Context: an optimization exercise on an open-source flow, tuned for small area. The choices shown serve that exercise and are no tape-out recipe. RTL that was checked went through simulation tests only; none was proved equivalent to the original. Function not checked in run 2: the RTL went through the layout flow alone.

## flow/design.v (module list and top-level ports; edited modules follow where they fit)
// module vending_machine: 1341 lines
// module g_fa: 6 lines
// module g_ha: 6 lines
// module g_nand2: 5 lines
// module g_nor2: 5 lines
// module g_nor2b: 5 lines
// module g_and2: 5 lines
// module g_or2: 5 lines
// module g_inv: 5 lines
// module g_xor2: 5 lines
// module g_xnor2: 5 lines
// module g_a21oi: 5 lines
// module g_o21ai: 5 lines
// module g_a22o: 5 lines
module vending_machine(pclk,prst,pvalid,pready,paddr,pwdata,prdata,wr_rd,coin,coin_valid,num_of_tea_reqd,num_of_milk_reqd,num_of_coffee_reqd,num_of_tea_served,num_of_coffee_served,num_of_milk_served,machine_ready);
  // ...
==> flow/flow/run.sh <==
#!/bin/bash
# Own layout flow: the standard synthesis, every logic cell set to its smallest
# drive strength (the flow's timing repair sizes up what needs it), port buffers
# of the smallest buffer then the
# standard layout steps.
set -euo pipefail
bash standard.sh synth > synth.log 2>&1
R=orfs/results/$FLOW_PLATFORM/vending_machine/base
openroad -no_init -exit -threads "${NUM_CORES:-4}" \
  -log downsize.log flow/downsize.tcl > downsize.out 2>&1
bash standard.sh "BUFFER_PORTS_ARGS=-buffer_cell sky130_fd_sc_hd__buf_1" \
  "CTS_ARGS=-sink_clustering_enable -repair_clock_nets -dont_use_dummy_load -buf_list {sky130_fd_sc_hd__clkbuf_4 sky130_fd_sc_hd__clkbuf_8} -sink_clustering_size 12 -sink_clustering_max_diameter 60" \
  finish > layout.log 2>&1
==> flow/flow/downsize.tcl <==
# Swap each combinational cell of the synthesized netlist to the smallest-area
# cell of the same family (same name but the drive-strength suffix).
set res orfs/results/$::env(FLOW_PLATFORM)/vending_machine/base
read_db $res/1_synth.odb
set db [ord::get_db]
set lib_masters {}
foreach lib [$db getLibs] {
  foreach m [$lib getMasters] {
    set n [$m getName]
    if {[regexp {^(.*)_([0-9]+)$} $n -> base drive]} {
      dict lappend lib_masters $base $m
    }
  }
}
set dont_use {}
if {[info exists ::env(DONT_USE_CELLS)]} { set dont_use [split $::env(DONT_USE_CELLS)] }
set swapped 0
foreach inst [[[$db getChip] getBlock] getInsts] {
  set m [$inst getMaster]
  set n [$m getName]
  if {![regexp {^(.*)_([0-9]+)$} $n -> base drive]} { continue }
  if {[regexp {df|dl|sdf|edf|conb|tap|fill|decap|clk} $base]} { continue }
  set best $m
  set ba [expr {[$m getWidth] * [$m getHeight]}]
  foreach c [dict get $lib_masters $base] {
    if {[lsearch -exact $dont_use [$c getName]] >= 0} { continue }
    set a [expr {[$c getWidth] * [$c getHeight]}]
    if {$a < $ba} { set best $c; set ba $a }
  }
  if {$best ne $m} {
    $inst swapMaster $best
    incr swapped
  }
}
puts "downsized $swapped instances"
write_db $res/1_synth.odb
==> flow/standard.sh <==
#!/bin/bash
# synth_recipe.tcl (not shown) runs the flow's synth.tcl, then flattens the netlist and writes it again
# the make line also repeats each setting of config.mk as NAME=value (left out here)
make -C /OpenROAD-flow-scripts/flow DESIGN_CONFIG=/design/flow/config.mk WORK_HOME=/design/flow/orfs CLKGATE_MAP_FILE= SYNTH_SCRIPT=/design/flow/synth_recipe.tcl "${@:-finish}"
==> flow/config.mk <==
export PLATFORM = sky130hd
export DESIGN_NAME = vending_machine
export DESIGN_NICKNAME = vending_machine
export VERILOG_FILES = /design/flow/design.v
export SDC_FILE = /design/flow/constraint.sdc
export NUM_CORES = 4
export LEC_CHECK = 0
export CAP_MARGIN = 20
export CORE_MARGIN = 2
export CORE_UTILIZATION = 55
export SLEW_MARGIN = 20
export SYNTH_HIERARCHICAL = 1
==> flow/constraint.sdc <==
create_clock -name core_clock -period 12.0 [get_ports {pclk}]
set_input_delay 2.4000 -clock core_clock [delete_from_list [all_inputs] [get_ports {pclk}]]
set_output_delay 2.4000 -clock core_clock [all_outputs]
set_load 0.01 [all_outputs]
==> impl_metrics.toml, run 1 <==
[layout]
largest_register = "credit"
signal_buffer_area_fraction_pct = 3.44
num_antenna_cells = 0
final_cell_mix = "nand2_1 (224), fa_1 (186), buf_1 (73), edfxtp_1 (69), xor2_1 (37)"
utilization_pct = 60.4
numnets_final = 1126
nClkBuffers = 9

[grt]
grt_max_degree = 32
grt.met3_usage_pct = 6.13
grt_pass1_vias = 7001
antenna_found_initial = 1

[setup_path]
cp_num_buf_inv = 6
timing.critical_path.max_delay_family = "adder cells"
arrival_ns = 11.44
r2r_setup_slack_ns = 3.06

[clocking]
clk_root_buffer_cell = "clkbuf_8"
cts_sink_count = 102

[die]
io_pins = 74
die_height_um = 133

[worst_hold_path]
min_from = "credit[12]"
holdPathEnd = "credit[12]"
worst_hold_path_type = "register to register"

[timing]
unrepaired_setup_endpoints_after_global_routing = "false"
max-slew-margin-rel_pct = 25.9
finalCriticalPeriod_ns = 11.13

[outcome]
outcome = "no timing/DRC/antenna violations"

[detailed_routing]
number_of_routed_nets_with_antenna_violations = 0

[placement]
placed_cells = 1086
==> inputs of run 2 (changes only) <==
--- a/flow/design.v
+++ b/flow/design.v
@@ -23,22 +23,25 @@
 wire hit_m = base_hit & (paddr[3:2] == 2'b10);
 wire wr = pvalid & wr_rd;
 wire rd = pvalid & ~wr_rd;
 wire [15:0] wdata = pwdata & {16{~prst}};
 wire we_t = prst | (wr & hit_t);
 wire we_c = prst | (wr & hit_c);
 wire we_m = prst | (wr & hit_m);
 wire re = prst | (rd & (hit_t | hit_c | hit_m));
-wire [7:0] rsel = hit_t ? tea_cost[7:0] : hit_c ? coffee_cost[7:0] : milk_cost[7:0];
+wire st = hit_t & ~prst;
+wire sc = hit_c & ~prst;
+wire sm = hit_m & ~prst;
+wire [7:0] rsel;   
 always @(posedge pclk) begin
 	if (we_t) tea_cost <= wdata;
 	if (we_c) coffee_cost <= wdata;
 	if (we_m) milk_cost <= wdata;
-	if (re) prdata <= rsel & {8{~prst}};
+	if (re) prdata <= rsel;
 	pready <= pvalid & ~prst;
 end
 reg [9:0] cv;
 always @(*) begin
 	case (coin)
 		3'd0: cv = 10'd25;
 		3'd1: cv = 10'd50;
 		3'd2: cv = 10'd100;
@@ -49,18 +52,18 @@
 	endcase
 	if (!coin_valid) cv = 10'd0;
 end
 wire [31:0] c;
 wire cc10, cc22;
 wire [31:10] pre;
 wire [22:0] low;
 wire [31:0] credit_d;
-wire [31:22] zz;
-wire tkp, kpp, tb;
+wire [32:22] O, Z;
+wire tkp, kpp, up, dn;
   wire n1, n2;
   g_ha u3 (.a(credit[0]), .b(cv[0]), .s(n1), .co(n2));
   assign c[0] = n1;
   wire n4, n5;
   g_fa u6 (.a(credit[1]), .b(cv[1]), .ci(n2), .s(n4), .co(n5));
   assign c[1] = n4;
   wire n7, n8;
   g_fa u9 (.a(credit[2]), .b(cv[2]), .ci(n5), .s(n7), .co(n8));
@@ -959,381 +962,395 @@
   g_xnor2 u1043 (.a(n557), .b(n1040), .y(n1042));
   wire n1044;
   g_or2 u1045 (.a(n557), .b(n1040), .y(n1044));
   wire n1046;
   g_xor2 u1047 (.a(n558), .b(n587), .y(n1046));
   wire n1048;
   g_xor2 u1049 (.a(n1046), .b(n1044), .y(n1048));
   wire n1050;
-  g_and2 u1051 (.a(n558), .b(n587), .y(n1050));
+  g_mux2i u1051 (.a0(n558), .a1(n1044), .sel(n1046), .y(n1050));
   wire n1052;
-  g_or2 u1053 (.a(n558), .b(n587), .y(n1052));
+  g_xor2 u1053 (.a(n620), .b(n1050), .y(n1052));
   wire n1054;
-  g_o21ai u1055 (.a1(n1044), .a2(n1050), .b1(n1052), .y(n1054));
+  g_inv u1055 (.a(n1050), .y(n1054));
   wire n1056;
-  g_xor2 u1057 (.a(n620), .b(n1054), .y(n1056));
+  g_nor2 u1057 (.a(n620), .b(n1054), .y(n1056));
   wire n1058;
-  g_inv u1059 (.a(n1054), .y(n1058));
+  g_xor2 u1059 (.a(n621), .b(n653), .y(n1058));
   wire n1060;
-  g_nor2 u1061 (.a(n620), .b(n1058), .y(n1060));
+  g_xnor2 u1061 (.a(n1058), .b(n1056), .y(n1060));
   wire n1062;
-  g_xor2 u1063 (.a(n621), .b(n653), .y(n1062));
+  g_nand2 u1063 (.a(n621), .b(n653), .y(n1062));
   wire n1064;
-  g_xnor2 u1065 (.a(n1062), .b(n1060), .y(n1064));
+  g_nor2 u1065 (.a(n621), .b(n653), .y(n1064));
   wire n1066;
-  g_nand2 u1067 (.a(n621), .b(n653), .y(n1066));
+  g_a21oi u1067 (.a1(n1062), .a2(n1056), .b1(n1064), .y(n1066));
   wire n1068;
-  g_nor2 u1069 (.a(n621), .b(n653), .y(n1068));
+  g_xor2 u1069 (.a(n654), .b(n686), .y(n1068));
   wire n1070;
-  g_a21oi u1071 (.a1(n1066), .a2(n1060), .b1(n1068), .y(n1070));
+  g_xor2 u1071 (.a(n1068), .b(n1066), .y(n1070));
   wire n1072;
-  g_xor2 u1073 (.a(n654), .b(n686), .y(n1072));
+  g_mux2i u1073 (.a0(n654), .a1(n1066), .sel(n1068), .y(n1072));
   wire n1074;
-  g_xor2 u1075 (.a(n1072), .b(n1070), .y(n1074));
+  g_xor2 u1075 (.a(n687), .b(n719), .y(n1074));
   wire n1076;
-  g_and2 u1077 (.a(n654), .b(n686), .y(n1076));
+  g_xnor2 u1077 (.a(n1074), .b(n1072), .y(n1076));
   wire n1078;
-  g_or2 u1079 (.a(n654), .b(n686), .y(n1078));
+  g_nand2 u1079 (.a(n687), .b(n719), .y(n1078));
   wire n1080;
-  g_o21ai u1081 (.a1(n1070), .a2(n1076), .b1(n1078), .y(n1080));
+  g_nor2 u1081 (.a(n687), .b(n719), .y(n1080));
   wire n1082;
-  g_xor2 u1083 (.a(n687), .b(n719), .y(n1082));
+  g_a21oi u1083 (.a1(n1078), .a2(n1072), .b1(n1080), .y(n1082));
   wire n1084;
-  g_xnor2 u1085 (.a(n1082), .b(n1080), .y(n1084));
+  g_xor2 u1085 (.a(n720), .b(n752), .y(n1084));
   wire n1086;
-  g_nand2 u1087 (.a(n687), .b(n719), .y(n1086));
+  g_xor2 u1087 (.a(n1084), .b(n1082), .y(n1086));
   wire n1088;
-  g_nor2 u1089 (.a(n687), .b(n719), .y(n1088));
+  g_mux2i u1089 (.a0(n720), .a1(n1082), .sel(n1084), .y(n1088));
   wire n1090;
-  g_a21oi u1091 (.a1(n1086), .a2(n1080), .b1(n1088), .y(n1090));
+  g_xor2 u1091 (.a(c[10]), .b(n785), .y(n1090));
   wire n1092;
-  g_xor2 u1093 (.a(n720), .b(n752), .y(n1092));
+  g_xnor2 u1093 (.a(n1090), .b(n1088), .y(n1092));
   wire n1094;
-  g_xor2 u1095 (.a(n1092), .b(n1090), .y(n1094));
+  g_nand2 u1095 (.a(c[10]), .b(n785), .y(n1094));
   wire n1096;
-  g_and2 u1097 (.a(n720), .b(n752), .y(n1096));
+  g_nor2 u1097 (.a(c[10]), .b(n785), .y(n1096));
   wire n1098;
-  g_or2 u1099 (.a(n720), .b(n752), .y(n1098));
+  g_a21oi u1099 (.a1(n1094), .a2(n1088), .b1(n1096), .y(n1098));
   wire n1100;
-  g_o21ai u1101 (.a1(n1090), .a2(n1096), .b1(n1098), .y(n1100));
+  g_xor2 u1101 (.a(n786), .b(n818), .y(n1100));
   wire n1102;
-  g_xor2 u1103 (.a(c[10]), .b(n785), .y(n1102));
+  g_xor2 u1103 (.a(n1100), .b(n1098), .y(n1102));
   wire n1104;
-  g_xnor2 u1105 (.a(n1102), .b(n1100), .y(n1104));
+  g_mux2i u1105 (.a0(n786), .a1(n1098), .sel(n1100), .y(n1104));
   wire n1106;
-  g_nand2 u1107 (.a(c[10]), .b(n785), .y(n1106));
+  g_xor2 u1107 (.a(n819), .b(n851), .y(n1106));
   wire n1108;
-  g_nor2 u1109 (.a(c[10]), .b(n785), .y(n1108));
+  g_xnor2 u1109 (.a(n1106), .b(n1104), .y(n1108));
   wire n1110;
-  g_a21oi u1111 (.a1(n1106), .a2(n1100), .b1(n1108), .y(n1110));
+  g_nand2 u1111 (.a(n819), .b(n851), .y(n1110));
   wire n1112;
-  g_xor2 u1113 (.a(n786), .b(n818), .y(n1112));
+  g_nor2 u1113 (.a(n819), .b(n851), .y(n1112));
   wire n1114;
-  g_xor2 u1115 (.a(n1112), .b(n1110), .y(n1114));
+  g_a21oi u1115 (.a1(n1110), .a2(n1104), .b1(n1112), .y(n1114));
   wire n1116;
-  g_and2 u1117 (.a(n786), .b(n818), .y(n1116));
+  g_xor2 u1117 (.a(n852), .b(n884), .y(n1116));
   wire n1118;
-  g_or2 u1119 (.a(n786), .b(n818), .y(n1118));
+  g_xor2 u1119 (.a(n1116), .b(n1114), .y(n1118));
   wire n1120;
-  g_o21ai u1121 (.a1(n1110), .a2(n1116), .b1(n1118), .y(n1120));
+  g_mux2i u1121 (.a0(n852), .a1(n1114), .sel(n1116), .y(n1120));
   wire n1122;
-  g_xor2 u1123 (.a(n819), .b(n851), .y(n1122));
+  g_xor2 u1123 (.a(n885), .b(n917), .y(n1122));
   wire n1124;
   g_xnor2 u1125 (.a(n1122), .b(n1120), .y(n1124));
   wire n1126;
-  g_nand2 u1127 (.a(n819), .b(n851), .y(n1126));
+  g_nand2 u1127 (.a(n885), .b(n917), .y(n1126));
   wire n1128;
-  g_nor2 u1129 (.a(n819), .b(n851), .y(n1128));
+  g_nor2 u1129 (.a(n885), .b(n917), .y(n1128));
   wire n1130;
   g_a21oi u1131 (.a1(n1126), .a2(n1120), .b1(n1128), .y(n1130));
   wire n1132;
-  g_xor2 u1133 (.a(n852), .b(n884), .y(n1132));
+  g_xor2 u1133 (.a(n918), .b(n950), .y(n1132));
   wire n1134;
   g_xor2 u1135 (.a(n1132), .b(n1130), .y(n1134));
   wire n1136;
-  g_and2 u1137 (.a(n852), .b(n884), .y(n1136));
+  g_mux2i u1137 (.a0(n918), .a1(n1130), .sel(n1132), .y(n1136));
   wire n1138;
-  g_or2 u1139 (.a(n852), .b(n884), .y(n1138));
+  g_xor2 u1139 (.a(n980), .b(n1136), .y(n1138));
   wire n1140;
-  g_o21ai u1141 (.a1(n1130), .a2(n1136), .b1(n1138), .y(n1140));
+  g_inv u1141 (.a(n1136), .y(n1140));
   wire n1142;
-  g_xor2 u1143 (.a(n885), .b(n917), .y(n1142));
+  g_nor2 u1143 (.a(n980), .b(n1140), .y(n1142));
   wire n1144;
-  g_xnor2 u1145 (.a(n1142), .b(n1140), .y(n1144));
+  g_xor2 u1145 (.a(n1004), .b(n1142), .y(n1144));
   wire n1146;
-  g_nand2 u1147 (.a(n885), .b(n917), .y(n1146));
+  g_inv u1147 (.a(n1142), .y(n1146));
   wire n1148;
-  g_nor2 u1149 (.a(n885), .b(n917), .y(n1148));
+  g_nor2 u1149 (.a(n1004), .b(n1146), .y(n1148));
   wire n1150;
-  g_a21oi u1151 (.a1(n1146), .a2(n1140), .b1(n1148), .y(n1150));
+  g_xor2 u1151 (.a(n1019), .b(n1005), .y(n1150));
   wire n1152;
-  g_xor2 u1153 (.a(n918), .b(n950), .y(n1152));
+  g_xnor2 u1153 (.a(n1150), .b(n1148), .y(n1152));
   wire n1154;
-  g_xor2 u1155 (.a(n1152), .b(n1150), .y(n1154));
+  g_nand2 u1155 (.a(n1019), .b(n1005), .y(n1154));
   wire n1156;
-  g_and2 u1157 (.a(n918), .b(n950), .y(n1156));
+  g_nor2 u1157 (.a(n1019), .b(n1005), .y(n1156));
   wire n1158;
-  g_or2 u1159 (.a(n918), .b(n950), .y(n1158));
+  g_a21oi u1159 (.a1(n1154), .a2(n1148), .b1(n1156), .y(n1158));
   wire n1160;
-  g_o21ai u1161 (.a1(n1150), .a2(n1156), .b1(n1158), .y(n1160));
+  g_xor2 u1161 (.a(n1020), .b(n1025), .y(n1160));
   wire n1162;
-  g_xor2 u1163 (.a(n980), .b(n1160), .y(n1162));
+  g_xor2 u1163 (.a(n1160), .b(n1158), .y(n1162));
   wire n1164;
-  g_inv u1165 (.a(n1160), .y(n1164));
+  g_mux2i u1165 (.a0(n1020), .a1(n1158), .sel(n1160), .y(n1164));
   wire n1166;
-  g_nor2 u1167 (.a(n980), .b(n1164), .y(n1166));
+  g_xor2 u1167 (.a(n1028), .b(n1164), .y(n1166));
   wire n1168;
-  g_xor2 u1169 (.a(n1004), .b(n1166), .y(n1168));
+  g_inv u1169 (.a(n1164), .y(n1168));
   wire n1170;
-  g_inv u1171 (.a(n1166), .y(n1170));
+  g_nor2 u1171 (.a(n1028), .b(n1168), .y(n1170));
   wire n1172;
-  g_nor2 u1173 (.a(n1004), .b(n1170), .y(n1172));
+  g_xor2 u1173 (.a(c[21]), .b(n1029), .y(n1172));
   wire n1174;
-  g_xor2 u1175 (.a(n1019), .b(n1005), .y(n1174));
+  g_xnor2 u1175 (.a(n1172), .b(n1170), .y(n1174));
   wire n1176;
-  g_xnor2 u1177 (.a(n1174), .b(n1172), .y(n1176));
+  g_nand2 u1177 (.a(c[21]), .b(n1029), .y(n1176));
   wire n1178;
-  g_nand2 u1179 (.a(n1019), .b(n1005), .y(n1178));
+  g_nor2 u1179 (.a(c[21]), .b(n1029), .y(n1178));
   wire n1180;
-  g_nor2 u1181 (.a(n1019), .b(n1005), .y(n1180));
+  g_a21oi u1181 (.a1(n1176), .a2(n1170), .b1(n1178), .y(n1180));
+  assign low = {n1180, n1174, n1166, n1162, n1152, n1144, n1138, n1134, n1124, n1118, n1108, n1102, n1092, n1086, n1076, n1070, n1060, n1052, n1048, n1042, n1038, n1035, n1031};
   wire n1182;
-  g_a21oi u1183 (.a1(n1178), .a2(n1172), .b1(n1180), .y(n1182));
+  g_a222oi u1183 (.a1(st), .a2(tea_cost[0]), .b1(sc), .b2(coffee_cost[0]), .c1(sm), .c2(milk_cost[0]), .y(n1182));
   wire n1184;
-  g_xor2 u1185 (.a(n1020), .b(n1025), .y(n1184));
+  g_inv u1185 (.a(n1182), .y(n1184));
+  assign rsel[0] = n1184;
   wire n1186;
-  g_xor2 u1187 (.a(n1184), .b(n1182), .y(n1186));
+  g_a222oi u1187 (.a1(st), .a2(tea_cost[1]), .b1(sc), .b2(coffee_cost[1]), .c1(sm), .c2(milk_cost[1]), .y(n1186));
   wire n1188;
-  g_and2 u1189 (.a(n1020), .b(n1025), .y(n1188));
+  g_inv u1189 (.a(n1186), .y(n1188));
+  assign rsel[1] = n1188;
   wire n1190;
-  g_or2 u1191 (.a(n1020), .b(n1025), .y(n1190));
+  g_a222oi u1191 (.a1(st), .a2(tea_cost[2]), .b1(sc), .b2(coffee_cost[2]), .c1(sm), .c2(milk_cost[2]), .y(n1190));
   wire n1192;
-  g_o21ai u1193 (.a1(n1182), .a2(n1188), .b1(n1190), .y(n1192));
+  g_inv u1193 (.a(n1190), .y(n1192));
+  assign rsel[2] = n1192;
   wire n1194;
-  g_xor2 u1195 (.a(n1028), .b(n1192), .y(n1194));
+  g_a222oi u1195 (.a1(st), .a2(tea_cost[3]), .b1(sc), .b2(coffee_cost[3]), .c1(sm), .c2(milk_cost[3]), .y(n1194));
   wire n1196;
-  g_inv u1197 (.a(n1192), .y(n1196));
+  g_inv u1197 (.a(n1194), .y(n1196));
+  assign rsel[3] = n1196;
   wire n1198;
-  g_nor2 u1199 (.a(n1028), .b(n1196), .y(n1198));
+  g_a222oi u1199 (.a1(st), .a2(tea_cost[4]), .b1(sc), .b2(coffee_cost[4]), .c1(sm), .c2(milk_cost[4]), .y(n1198));
   wire n1200;
-  g_xor2 u1201 (.a(c[21]), .b(n1029), .y(n1200));
+  g_inv u1201 (.a(n1198), .y(n1200));
+  assign rsel[4] = n1200;
   wire n1202;
-  g_xnor2 u1203 (.a(n1200), .b(n1198), .y(n1202));
+  g_a222oi u1203 (.a1(st), .a2(tea_cost[5]), .b1(sc), .b2(coffee_cost[5]), .c1(sm), .c2(milk_cost[5]), .y(n1202));
   wire n1204;
-  g_nand2 u1205 (.a(c[21]), .b(n1029), .y(n1204));
+  g_inv u1205 (.a(n1202), .y(n1204));
+  assign rsel[5] = n1204;
   wire n1206;
-  g_nor2 u1207 (.a(c[21]), .b(n1029), .y(n1206));
+  g_a222oi u1207 (.a1(st), .a2(tea_cost[6]), .b1(sc), .b2(coffee_cost[6]), .c1(sm), .c2(milk_cost[6]), .y(n1206));
   wire n1208;
-  g_a21oi u1209 (.a1(n1204), .a2(n1198), .b1(n1206), .y(n1208));
-  assign low = {n1208, n1202, n1194, n1186, n1176, n1168, n1162, n1154, n1144, n1134, n1124, n1114, n1104, n1094, n1084, n1074, n1064, n1056, n1048, n1042, n1038, n1035, n1031};
+  g_inv u1209 (.a(n1206), .y(n1208));
+  assign rsel[6] = n1208;
   wire n1210;
-  g_a22o u1211 (.a1(tkp), .a2(low[0]), .b1(kpp), .b2(c[0]), .y(n1210));
-  assign credit_d[0] = n1210;
+  g_a222oi u1211 (.a1(st), .a2(tea_cost[7]), .b1(sc), .b2(coffee_cost[7]), .c1(sm), .c2(milk_cost[7]), .y(n1210));
   wire n1212;
-  g_a22o u1213 (.a1(tkp), .a2(low[1]), .b1(kpp), .b2(c[1]), .y(n1212));
-  assign credit_d[1] = n1212;
+  g_inv u1213 (.a(n1210), .y(n1212));
+  assign rsel[7] = n1212;
   wire n1214;
-  g_a22o u1215 (.a1(tkp), .a2(low[2]), .b1(kpp), .b2(c[2]), .y(n1214));
-  assign credit_d[2] = n1214;
+  g_a22o u1215 (.a1(tkp), .a2(low[0]), .b1(kpp), .b2(c[0]), .y(n1214));
+  assign credit_d[0] = n1214;
   wire n1216;
-  g_a22o u1217 (.a1(tkp), .a2(low[3]), .b1(kpp), .b2(c[3]), .y(n1216));
-  assign credit_d[3] = n1216;
+  g_a22o u1217 (.a1(tkp), .a2(low[1]), .b1(kpp), .b2(c[1]), .y(n1216));
+  assign credit_d[1] = n1216;
   wire n1218;
-  g_a22o u1219 (.a1(tkp), .a2(low[4]), .b1(kpp), .b2(c[4]), .y(n1218));
-  assign credit_d[4] = n1218;
+  g_a22o u1219 (.a1(tkp), .a2(low[2]), .b1(kpp), .b2(c[2]), .y(n1218));
+  assign credit_d[2] = n1218;
   wire n1220;
-  g_a22o u1221 (.a1(tkp), .a2(low[5]), .b1(kpp), .b2(c[5]), .y(n1220));
-  assign credit_d[5] = n1220;
+  g_a22o u1221 (.a1(tkp), .a2(low[3]), .b1(kpp), .b2(c[3]), .y(n1220));
+  assign credit_d[3] = n1220;
   wire n1222;
-  g_a22o u1223 (.a1(tkp), .a2(low[6]), .b1(kpp), .b2(c[6]), .y(n1222));
-  assign credit_d[6] = n1222;
+  g_a22o u1223 (.a1(tkp), .a2(low[4]), .b1(kpp), .b2(c[4]), .y(n1222));
+  assign credit_d[4] = n1222;
   wire n1224;
-  g_a22o u1225 (.a1(tkp), .a2(low[7]), .b1(kpp), .b2(c[7]), .y(n1224));
-  assign credit_d[7] = n1224;
+  g_a22o u1225 (.a1(tkp), .a2(low[5]), .b1(kpp), .b2(c[5]), .y(n1224));
+  assign credit_d[5] = n1224;
   wire n1226;
-  g_a22o u1227 (.a1(tkp), .a2(low[8]), .b1(kpp), .b2(c[8]), .y(n1226));
-  assign credit_d[8] = n1226;
+  g_a22o u1227 (.a1(tkp), .a2(low[6]), .b1(kpp), .b2(c[6]), .y(n1226));
+  assign credit_d[6] = n1226;
   wire n1228;
-  g_a22o u1229 (.a1(tkp), .a2(low[9]), .b1(kpp), .b2(c[9]), .y(n1228));
-  assign credit_d[9] = n1228;
+  g_a22o u1229 (.a1(tkp), .a2(low[7]), .b1(kpp), .b2(c[7]), .y(n1228));
+  assign credit_d[7] = n1228;
   wire n1230;
-  g_a22o u1231 (.a1(tkp), .a2(low[10]), .b1(kpp), .b2(c[10]), .y(n1230));
-  assign credit_d[10] = n1230;
+  g_a22o u1231 (.a1(tkp), .a2(low[8]), .b1(kpp), .b2(c[8]), .y(n1230));
+  assign credit_d[8] = n1230;
   wire n1232;
-  g_a22o u1233 (.a1(tkp), .a2(low[11]), .b1(kpp), .b2(c[11]), .y(n1232));
-  assign credit_d[11] = n1232;
+  g_a22o u1233 (.a1(tkp), .a2(low[9]), .b1(kpp), .b2(c[9]), .y(n1232));
+  assign credit_d[9] = n1232;
   wire n1234;
-  g_a22o u1235 (.a1(tkp), .a2(low[12]), .b1(kpp), .b2(c[12]), .y(n1234));
-  assign credit_d[12] = n1234;
+  g_a22o u1235 (.a1(tkp), .a2(low[10]), .b1(kpp), .b2(c[10]), .y(n1234));
+  assign credit_d[10] = n1234;
   wire n1236;
-  g_a22o u1237 (.a1(tkp), .a2(low[13]), .b1(kpp), .b2(c[13]), .y(n1236));
-  assign credit_d[13] = n1236;
+  g_a22o u1237 (.a1(tkp), .a2(low[11]), .b1(kpp), .b2(c[11]), .y(n1236));
+  assign credit_d[11] = n1236;
   wire n1238;
-  g_a22o u1239 (.a1(tkp), .a2(low[14]), .b1(kpp), .b2(c[14]), .y(n1238));
-  assign credit_d[14] = n1238;
+  g_a22o u1239 (.a1(tkp), .a2(low[12]), .b1(kpp), .b2(c[12]), .y(n1238));
+  assign credit_d[12] = n1238;
   wire n1240;
-  g_a22o u1241 (.a1(tkp), .a2(low[15]), .b1(kpp), .b2(c[15]), .y(n1240));
-  assign credit_d[15] = n1240;
+  g_a22o u1241 (.a1(tkp), .a2(low[13]), .b1(kpp), .b2(c[13]), .y(n1240));
+  assign credit_d[13] = n1240;
   wire n1242;
-  g_a22o u1243 (.a1(tkp), .a2(low[16]), .b1(kpp), .b2(c[16]), .y(n1242));
-  assign credit_d[16] = n1242;
+  g_a22o u1243 (.a1(tkp), .a2(low[14]), .b1(kpp), .b2(c[14]), .y(n1242));
+  assign credit_d[14] = n1242;
   wire n1244;
-  g_a22o u1245 (.a1(tkp), .a2(low[17]), .b1(kpp), .b2(c[17]), .y(n1244));
-  assign credit_d[17] = n1244;
+  g_a22o u1245 (.a1(tkp), .a2(low[15]), .b1(kpp), .b2(c[15]), .y(n1244));
+  assign credit_d[15] = n1244;
   wire n1246;
-  g_a22o u1247 (.a1(tkp), .a2(low[18]), .b1(kpp), .b2(c[18]), .y(n1246));
-  assign credit_d[18] = n1246;
+  g_a22o u1247 (.a1(tkp), .a2(low[16]), .b1(kpp), .b2(c[16]), .y(n1246));
+  assign credit_d[16] = n1246;
   wire n1248;
-  g_a22o u1249 (.a1(tkp), .a2(low[19]), .b1(kpp), .b2(c[19]), .y(n1248));
-  assign credit_d[19] = n1248;
+  g_a22o u1249 (.a1(tkp), .a2(low[17]), .b1(kpp), .b2(c[17]), .y(n1248));
+  assign credit_d[17] = n1248;
   wire n1250;
-  g_a22o u1251 (.a1(tkp), .a2(low[20]), .b1(kpp), .b2(c[20]), .y(n1250));
-  assign credit_d[20] = n1250;
+  g_a22o u1251 (.a1(tkp), .a2(low[18]), .b1(kpp), .b2(c[18]), .y(n1250));
+  assign credit_d[18] = n1250;
   wire n1252;
-  g_a22o u1253 (.a1(tkp), .a2(low[21]), .b1(kpp), .b2(c[21]), .y(n1252));
-  assign credit_d[21] = n1252;
+  g_a22o u1253 (.a1(tkp), .a2(low[19]), .b1(kpp), .b2(c[19]), .y(n1252));
+  assign credit_d[19] = n1252;
   wire n1254;
-  g_and2 u1255 (.a(cc10), .b(pre[22]), .y(n1254));
-  assign cc22 = n1254;
-  wire n1256, n1257;
-  g_ha u1258 (.a(credit[22]), .b(n1254), .s(n1256), .co(n1257));
-  assign c[22] = n1256;
-  wire n1259, n1260;
-  g_ha u1261 (.a(credit[23]), .b(n1257), .s(n1259), .co(n1260));
-  assign c[23] = n1259;
-  wire n1262, n1263;
-  g_ha u1264 (.a(credit[24]), .b(n1260), .s(n1262), .co(n1263));
-  assign c[24] = n1262;
-  wire n1265, n1266;
-  g_ha u1267 (.a(credit[25]), .b(n1263), .s(n1265), .co(n1266));
-  assign c[25] = n1265;
-  wire n1268, n1269;
-  g_ha u1270 (.a(credit[26]), .b(n1266), .s(n1268), .co(n1269));
-  assign c[26] = n1268;
-  wire n1271, n1272;
-  g_ha u1273 (.a(credit[27]), .b(n1269), .s(n1271), .co(n1272));
-  assign c[27] = n1271;
-  wire n1274, n1275;
-  g_ha u1276 (.a(credit[28]), .b(n1272), .s(n1274), .co(n1275));
-  assign c[28] = n1274;
-  wire n1277, n1278;
-  g_ha u1279 (.a(credit[29]), .b(n1275), .s(n1277), .co(n1278));
-  assign c[29] = n1277;
-  wire n1280, n1281;
-  g_ha u1282 (.a(credit[30]), .b(n1278), .s(n1280), .co(n1281));
-  assign c[30] = n1280;
-  wire n1283, n1284;
-  g_ha u1285 (.a(credit[31]), .b(n1281), .s(n1283), .co(n1284));
-  assign c[31] = n1283;
-  assign zz[22] = 1'b1;
+  g_a22o u1255 (.a1(tkp), .a2(low[20]), .b1(kpp), .b2(c[20]), .y(n1254));
+  assign credit_d[20] = n1254;
+  wire n1256;
+  g_a22o u1257 (.a1(tkp), .a2(low[21]), .b1(kpp), .b2(c[21]), .y(n1256));
+  assign credit_d[21] = n1256;
+  wire n1258;
+  g_and2 u1259 (.a(cc10), .b(pre[22]), .y(n1258));
+  assign cc22 = n1258;
+  assign O[22] = 1'b1;
+  assign Z[22] = 1'b1;
+  assign O[23] = credit[22];
+  assign Z[23] = ~credit[22];
+  wire n1260;
+  g_and2 u1261 (.a(O[23]), .b(credit[23]), .y(n1260));
+  assign O[24] = n1260;
+  wire n1262;
+  g_nor2b u1263 (.a(credit[23]), .bn(Z[23]), .y(n1262));
+  assign Z[24] = n1262;
+  wire n1264;
+  g_and2 u1265 (.a(O[24]), .b(credit[24]), .y(n1264));
+  assign O[25] = n1264;
+  wire n1266;
+  g_nor2b u1267 (.a(credit[24]), .bn(Z[24]), .y(n1266));
+  assign Z[25] = n1266;
+  wire n1268;
+  g_and2 u1269 (.a(O[25]), .b(credit[25]), .y(n1268));
+  assign O[26] = n1268;
+  wire n1270;
+  g_nor2b u1271 (.a(credit[25]), .bn(Z[25]), .y(n1270));
+  assign Z[26] = n1270;
+  wire n1272;
+  g_and2 u1273 (.a(O[26]), .b(credit[26]), .y(n1272));
+  assign O[27] = n1272;
+  wire n1274;
+  g_nor2b u1275 (.a(credit[26]), .bn(Z[26]), .y(n1274));
+  assign Z[27] = n1274;
+  wire n1276;
+  g_and2 u1277 (.a(O[27]), .b(credit[27]), .y(n1276));
+  assign O[28] = n1276;
+  wire n1278;
+  g_nor2b u1279 (.a(credit[27]), .bn(Z[27]), .y(n1278));
+  assign Z[28] = n1278;
+  wire n1280;
+  g_and2 u1281 (.a(O[28]), .b(credit[28]), .y(n1280));
+  assign O[29] = n1280;
+  wire n1282;
+  g_nor2b u1283 (.a(credit[28]), .bn(Z[28]), .y(n1282));
+  assign Z[29] = n1282;
+  wire n1284;
+  g_and2 u1285 (.a(O[29]), .b(credit[29]), .y(n1284));
+  assign O[30] = n1284;
   wire n1286;
-  g_nor2b u1287 (.a(c[22]), .bn(zz[22]), .y(n1286));
-  assign zz[23] = n1286;
+  g_nor2b u1287 (.a(credit[29]), .bn(Z[29]), .y(n1286));
+  assign Z[30] = n1286;
   wire n1288;
-  g_nor2b u1289 (.a(c[23]), .bn(zz[23]), .y(n1288));
-  assign zz[24] = n1288;
+  g_and2 u1289 (.a(O[30]), .b(credit[30]), .y(n1288));
+  assign O[31] = n1288;
   wire n1290;
-  g_nor2b u1291 (.a(c[24]), .bn(zz[24]), .y(n1290));
-  assign zz[25] = n1290;
+  g_nor2b u1291 (.a(credit[30]), .bn(Z[30]), .y(n1290));
+  assign Z[31] = n1290;
   wire n1292;
-  g_nor2b u1293 (.a(c[25]), .bn(zz[25]), .y(n1292));
-  assign zz[26] = n1292;
+  g_and2 u1293 (.a(O[31]), .b(credit[31]), .y(n1292));
+  assign O[32] = n1292;
   wire n1294;
-  g_nor2b u1295 (.a(c[26]), .bn(zz[26]), .y(n1294));
-  assign zz[27] = n1294;
+  g_nor2b u1295 (.a(credit[31]), .bn(Z[31]), .y(n1294));
+  assign Z[32] = n1294;
   wire n1296;
-  g_nor2b u1297 (.a(c[27]), .bn(zz[27]), .y(n1296));
-  assign zz[28] = n1296;
+  g_nor2 u1297 (.a(up), .b(dn), .y(n1296));
   wire n1298;
-  g_nor2b u1299 (.a(c[28]), .bn(zz[28]), .y(n1298));
-  assign zz[29] = n1298;
+  g_xor2 u1299 (.a(credit[22]), .b(n1296), .y(n1298));
   wire n1300;
-  g_nor2b u1301 (.a(c[29]), .bn(zz[29]), .y(n1300));
-  assign zz[30] = n1300;
+  g_nor2 u1301 (.a(prst), .b(n1298), .y(n1300));
+  assign credit_d[22] = n1300;
   wire n1302;
-  g_nor2b u1303 (.a(c[30]), .bn(zz[30]), .y(n1302));
-  assign zz[31] = n1302;
+  g_a22oi u1303 (.a1(up), .a2(O[23]), .b1(dn), .b2(Z[23]), .y(n1302));
   wire n1304;
-  g_nand2 u1305 (.a(tb), .b(zz[22]), .y(n1304));
+  g_xor2 u1305 (.a(credit[23]), .b(n1302), .y(n1304));
   wire n1306;
-  g_xor2 u1307 (.a(c[22]), .b(n1304), .y(n1306));
+  g_nor2 u1307 (.a(prst), .b(n1304), .y(n1306));
+  assign credit_d[23] = n1306;
   wire n1308;
-  g_nor2 u1309 (.a(prst), .b(n1306), .y(n1308));
-  assign credit_d[22] = n1308;
+  g_a22oi u1309 (.a1(up), .a2(O[24]), .b1(dn), .b2(Z[24]), .y(n1308));
   wire n1310;
-  g_nand2 u1311 (.a(tb), .b(zz[23]), .y(n1310));
+  g_xor2 u1311 (.a(credit[24]), .b(n1308), .y(n1310));
   wire n1312;
-  g_xor2 u1313 (.a(c[23]), .b(n1310), .y(n1312));
+  g_nor2 u1313 (.a(prst), .b(n1310), .y(n1312));
+  assign credit_d[24] = n1312;
   wire n1314;
-  g_nor2 u1315 (.a(prst), .b(n1312), .y(n1314));
-  assign credit_d[23] = n1314;
+  g_a22oi u1315 (.a1(up), .a2(O[25]), .b1(dn), .b2(Z[25]), .y(n1314));
   wire n1316;
-  g_nand2 u1317 (.a(tb), .b(zz[24]), .y(n1316));
+  g_xor2 u1317 (.a(credit[25]), .b(n1314), .y(n1316));
   wire n1318;
-  g_xor2 u1319 (.a(c[24]), .b(n1316), .y(n1318));
+  g_nor2 u1319 (.a(prst), .b(n1316), .y(n1318));
+  assign credit_d[25] = n1318;
   wire n1320;
-  g_nor2 u1321 (.a(prst), .b(n1318), .y(n1320));
-  assign credit_d[24] = n1320;
+  g_a22oi u1321 (.a1(up), .a2(O[26]), .b1(dn), .b2(Z[26]), .y(n1320));
   wire n1322;
-  g_nand2 u1323 (.a(tb), .b(zz[25]), .y(n1322));
+  g_xor2 u1323 (.a(credit[26]), .b(n1320), .y(n1322));
   wire n1324;
-  g_xor2 u1325 (.a(c[25]), .b(n1322), .y(n1324));
+  g_nor2 u1325 (.a(prst), .b(n1322), .y(n1324));
+  assign credit_d[26] = n1324;
   wire n1326;
-  g_nor2 u1327 (.a(prst), .b(n1324), .y(n1326));
-  assign credit_d[25] = n1326;
+  g_a22oi u1327 (.a1(up), .a2(O[27]), .b1(dn), .b2(Z[27]), .y(n1326));
   wire n1328;
-  g_nand2 u1329 (.a(tb), .b(zz[26]), .y(n1328));
+  g_xor2 u1329 (.a(credit[27]), .b(n1326), .y(n1328));
   wire n1330;
-  g_xor2 u1331 (.a(c[26]), .b(n1328), .y(n1330));
+  g_nor2 u1331 (.a(prst), .b(n1328), .y(n1330));
+  assign credit_d[27] = n1330;
   wire n1332;
-  g_nor2 u1333 (.a(prst), .b(n1330), .y(n1332));
-  assign credit_d[26] = n1332;
+  g_a22oi u1333 (.a1(up), .a2(O[28]), .b1(dn), .b2(Z[28]), .y(n1332));
   wire n1334;
-  g_nand2 u1335 (.a(tb), .b(zz[27]), .y(n1334));
+  g_xor2 u1335 (.a(credit[28]), .b(n1332), .y(n1334));
   wire n1336;
-  g_xor2 u1337 (.a(c[27]), .b(n1334), .y(n1336));
+  g_nor2 u1337 (.a(prst), .b(n1334), .y(n1336));
+  assign credit_d[28] = n1336;
   wire n1338;
-  g_nor2 u1339 (.a(prst), .b(n1336), .y(n1338));
-  assign credit_d[27] = n1338;
+  g_a22oi u1339 (.a1(up), .a2(O[29]), .b1(dn), .b2(Z[29]), .y(n1338));
   wire n1340;
-  g_nand2 u1341 (.a(tb), .b(zz[28]), .y(n1340));
+  g_xor2 u1341 (.a(credit[29]), .b(n1338), .y(n1340));
   wire n1342;
-  g_xor2 u1343 (.a(c[28]), .b(n1340), .y(n1342));
+  g_nor2 u1343 (.a(prst), .b(n1340), .y(n1342));
+  assign credit_d[29] = n1342;
   wire n1344;
-  g_nor2 u1345 (.a(prst), .b(n1342), .y(n1344));
-  assign credit_d[28] = n1344;
+  g_a22oi u1345 (.a1(up), .a2(O[30]), .b1(dn), .b2(Z[30]), .y(n1344));
   wire n1346;
-  g_nand2 u1347 (.a(tb), .b(zz[29]), .y(n1346));
+  g_xor2 u1347 (.a(credit[30]), .b(n1344), .y(n1346));
   wire n1348;
-  g_xor2 u1349 (.a(c[29]), .b(n1346), .y(n1348));
+  g_nor2 u1349 (.a(prst), .b(n1346), .y(n1348));
+  assign credit_d[30] = n1348;
   wire n1350;
-  g_nor2 u1351 (.a(prst), .b(n1348), .y(n1350));
-  assign credit_d[29] = n1350;
+  g_a22oi u1351 (.a1(up), .a2(O[31]), .b1(dn), .b2(Z[31]), .y(n1350));
   wire n1352;
-  g_nand2 u1353 (.a(tb), .b(zz[30]), .y(n1352));
+  g_xor2 u1353 (.a(credit[31]), .b(n1350), .y(n1352));
   wire n1354;
-  g_xor2 u1355 (.a(c[30]), .b(n1352), .y(n1354));
-  wire n1356;
-  g_nor2 u1357 (.a(prst), .b(n1354), .y(n1356));
-  assign credit_d[30] = n1356;
-  wire n1358;
-  g_nand2 u1359 (.a(tb), .b(zz[31]), .y(n1358));
-  wire n1360;
-  g_xor2 u1361 (.a(c[31]), .b(n1358), .y(n1360));
-  wire n1362;
-  g_nor2 u1363 (.a(prst), .b(n1360), .y(n1362));
-  assign credit_d[31] = n1362;
-wire all1 = &credit[30:22];
-wire c31 = credit[31] ^ (cc22 & all1);
-wire chi_zero = cc22 ? (all1 & credit[31]) : ~(|credit[31:22]);
+  g_nor2 u1355 (.a(prst), .b(n1352), .y(n1354));
+  assign credit_d[31] = n1354;
+wire c31 = credit[31] ^ (cc22 & O[31]);
+wire chi_zero = cc22 ? O[32] : Z[32];
+wire ok = coin_valid & ~c31;
 wire serve = ~c31 & (low[22] | ~chi_zero);
-wire take = coin_valid & serve;
-assign tkp = take & ~prst;
-assign kpp = ~take & ~prst;
-assign tb = take & ~low[22];
+wire take = ok & (low[22] | ~chi_zero);
+wire bw = ok & ~chi_zero & ~low[22];
+assign up = cc22 & ~bw;
+assign dn = bw & ~cc22;
+assign tkp = ~prst & ok & (low[22] | ~chi_zero);
+assign kpp = ~prst & ~(ok & (low[22] | ~chi_zero));
 always @(posedge pclk) begin
 	credit <= credit_d;
 	if (prst | coin_valid) begin
 		num_of_tea_served <= num_of_tea_reqd & {4{serve & ~prst}};
 		num_of_coffee_served <= num_of_coffee_reqd & {4{serve & ~prst}};
 		num_of_milk_served <= num_of_milk_reqd & {4{serve & ~prst}};
 		machine_ready <= ~prst;
 	end
@@ -1391,18 +1408,28 @@
 output y;
 assign y = ~(a ^ b);
 endmodule
 module g_a21oi(a1, a2, b1, y);
 input a1, a2, b1;
 output y;
 assign y = ~((a1 & a2) | b1);
 endmodule
-module g_o21ai(a1, a2, b1, y);
-input a1, a2, b1;
+module g_mux2i(a0, a1, sel, y);
+input a0, a1, sel;
+output y;
+assign y = ~(sel ? a1 : a0);
+endmodule
+module g_a22oi(a1, a2, b1, b2, y);
+input a1, a2, b1, b2;
+output y;
+assign y = ~((a1 & a2) | (b1 & b2));
+endmodule
+module g_a222oi(a1, a2, b1, b2, c1, c2, y);
+input a1, a2, b1, b2, c1, c2;
 output y;
-assign y = ~((a1 | a2) & b1);
+assign y = ~((a1 & a2) | (b1 & b2) | (c1 & c2));
 endmodule
 module g_a22o(a1, a2, b1, b2, y);
 input a1, a2, b1, b2;
 output y;
 assign y = (a1 & a2) | (b1 & b2);
 endmodule
==> impl_metrics.toml, run 2 <==
[setup_path]
critical-path-top-cell-by-count = "fa_1"
logic_depth_of_the_worst_register_to_register_path = 33
cpPeakStageDelay_ns = 0.58
startpoint_type = "primary input"
r2r_setup_slack_ns = 3.09
rr_startpoint = "credit[0]"
timing_worst_setup_path_type = "primary input to register"
worst-endpoint-required_ns = 12.25
arrival_ns = 11.34
worst_r2r_endpoint = "credit[13]"
timing.critical_path.to_type = "register"
slowest_cp_cell = "fa_1"
cp-startpoint = "coin_valid"
worstPathMaxFanout = 22

[placement]
detailed_place.area_sq_um = 9740
post-place-ws_ns = 0.461
final_replace_weighted_congestion = 0.872
placed_cells = 1065
placement.io_buffers = 73
dpl.hpwl_um = 17100

[timing]
max-slew-margin-rel_pct = 36.2
finalCritPeriodShare_pct = 92.4
fin_worst_skew_ns = 0.0352
worst-slew-pin-transition_ns = 0.950
unrepaired_setup_endpoints_after_global_routing = "false"
slew_violations = 0
worst_setup_slack_final_ns = 0.917
max_freq_ghz = 0.0902
timing.setup.tns_ns = 0
finalCriticalPeriod_ns = 11.08
setup-violations-final = 0
timing.final.hold_violations = 0

[layout]
largest_register = "credit"
final_design_area_no_fill_sq_um = 9880
stdcell_count = 1076
numnets_final = 1101
mostFrequentLayoutCell = "nand2_1"
seqCellArea_sq_um = 2730
fillers = 1385
largest_register_ff_count = 32
num_antenna_cells = 0
multi_input_area_sq_um = 6270
areaGrowthSynthToFinish_pct = 8.76
final_cell_mix = "nand2_1 (214), fa_1 (186), buf_1 (73), edfxtp_1 (69), xor2_1 (38)"
drive_above_1_share_pct = 3.72
utilization_pct = 61.7

[detailed_routing]
initialDrtViolationCount = 372
drt_first_pass_iters = 7
detail_route.wirelength_um = 20900
via_count = 6126
drcViolationCount = 0
vias_per_cell = 5.69
number_of_routed_nets_with_antenna_violations = 0
drt-wirelength-per-cell_um = 19.4

[die]
die_height_um = 132
io_pins = 74
width_of_the_chip_um = 132
rows = 46
initial_cell_density_of_the_core_pct = 56.7
core_sq_um = 16000
die_area_sq_um = 17600

[clocking]
clock_latency_at_the_later_pin_of_the_worst_skew_pair_ns = 0.38
cts_tree = "done"
cts_sink_count = 102
cts_repair_resize_count = 0
cts_htree_levels = 3
numCtsBuffers = 9
post-cts-setup-buffers = 0
max-clock-path-buffers = 2
clk_root_buffer_cell = "clkbuf_8"
clkTransAtPathRegs_ns = 0.11
cts-hold-fix-buffers = 0

[synthesis]
yosysWarnings = 7
synthesis.area_sq_um = 9080
count_of_mapped_cells_out_of_synthesis = 764
syn_area_per_cell_sq_um = 11.9

[grt]
antenna_found_initial = 0
grt_pass1_wl_um = 34600
global_route.overflow_total = 0
grt_max_degree = 36
grt.total_usage_pct = 25.5
grt_pass1_vias = 6692

[worst_hold_path]
min_from = "credit[24]"
worst_hold_path_type = "register to register"
min_delay_path_depth = 2
holdPathEnd = "credit[24]"

[outcome]
outcome = "no timing/DRC/antenna violations"

[flow_run]
maxCapViolations = 0
-- run 2: critical path: cells and delay by family --
kind,cells,cell delay (ns)
AO/OA/AOI/OAI,6,1.06
XOR/XNOR,2,0.46
adder cells (fa/ha/maj),11,4.44
buffers and inverters,5,0.56
multiplexers,4,0.98
AND/OR/NAND/NOR,8,1.42
-- run 2: layout make-up --
cell class,count,share of cell area (%)
Multi-Input combinational cell,640,63.5
Sequential cell,102,27.7
Timing Repair Buffer,92,4.17
Tap cell,216,2.74
Clock buffer,9,1.25
Inverter,17,0.646
-- run 2: worst max-delay path by stage --
| stage | to | slack, ns |
|---|---|---|
| floorplan | credit[0] | 1.02 |
| global placement | credit[4] | 0.90 |
| detailed placement | credit[13] | 0.46 |
| CTS | credit[13] | 0.83 |
| global route | credit[21] | 0.25 |
| finish | credit[13] | 0.92 |
-- run 2: routing by layer --
layer | vias up | routed length, um | GRT usage (%)
li1 | 2705 | - | -
met1 | 3131 | 9300 | 37.5
met2 | 267 | 9640 | 39.6
met3 | 23 | 1690 | 5.40
met4 | 0 | 256 | 6.45
met5 | - | 0 | 0
-- run 2: metrics by stage --
stage / hold slack (ns)
floorplan: 0.505
global placement: 0.516
detailed placement: 0.539
CTS: 0.562
global route: 0.583
finish: 0.556

[static timing again, ports no longer ideal]
The results above use ideal ports. As a check the final layouts listed here were re-extracted and re-timed, cells and wires unchanged.
Step 1, drivers: a clkbuf_16 drives pclk and a buf_2 each remaining input, both assumed.
Step 2 adds t to the input delays and takes it off the output delays; t is the mean of the earliest and latest rising clock arrival at the registers after step 1. Input paths then give back, and output paths get back, about the clock's delay inside the block.
Slacks: no drivers / after step 1 / after step 2; pairs: no drivers / after step 1.
run | shift t [ns] | slack for setup (ns) | slew at the worst register clock pin (ns)
run 1 | 0.416 | 0.873 / 0.884 / 0.468 | 0.11 / 0.11
run 2 | 0.401 | 0.917 / 0.938 / 0.536 | 0.11 / 0.11
After both steps setup and hold are still met in every run listed. The setup slack of run 1, which loses most, moves by +0.011 ns with the drivers and by -0.405 ns with both steps.
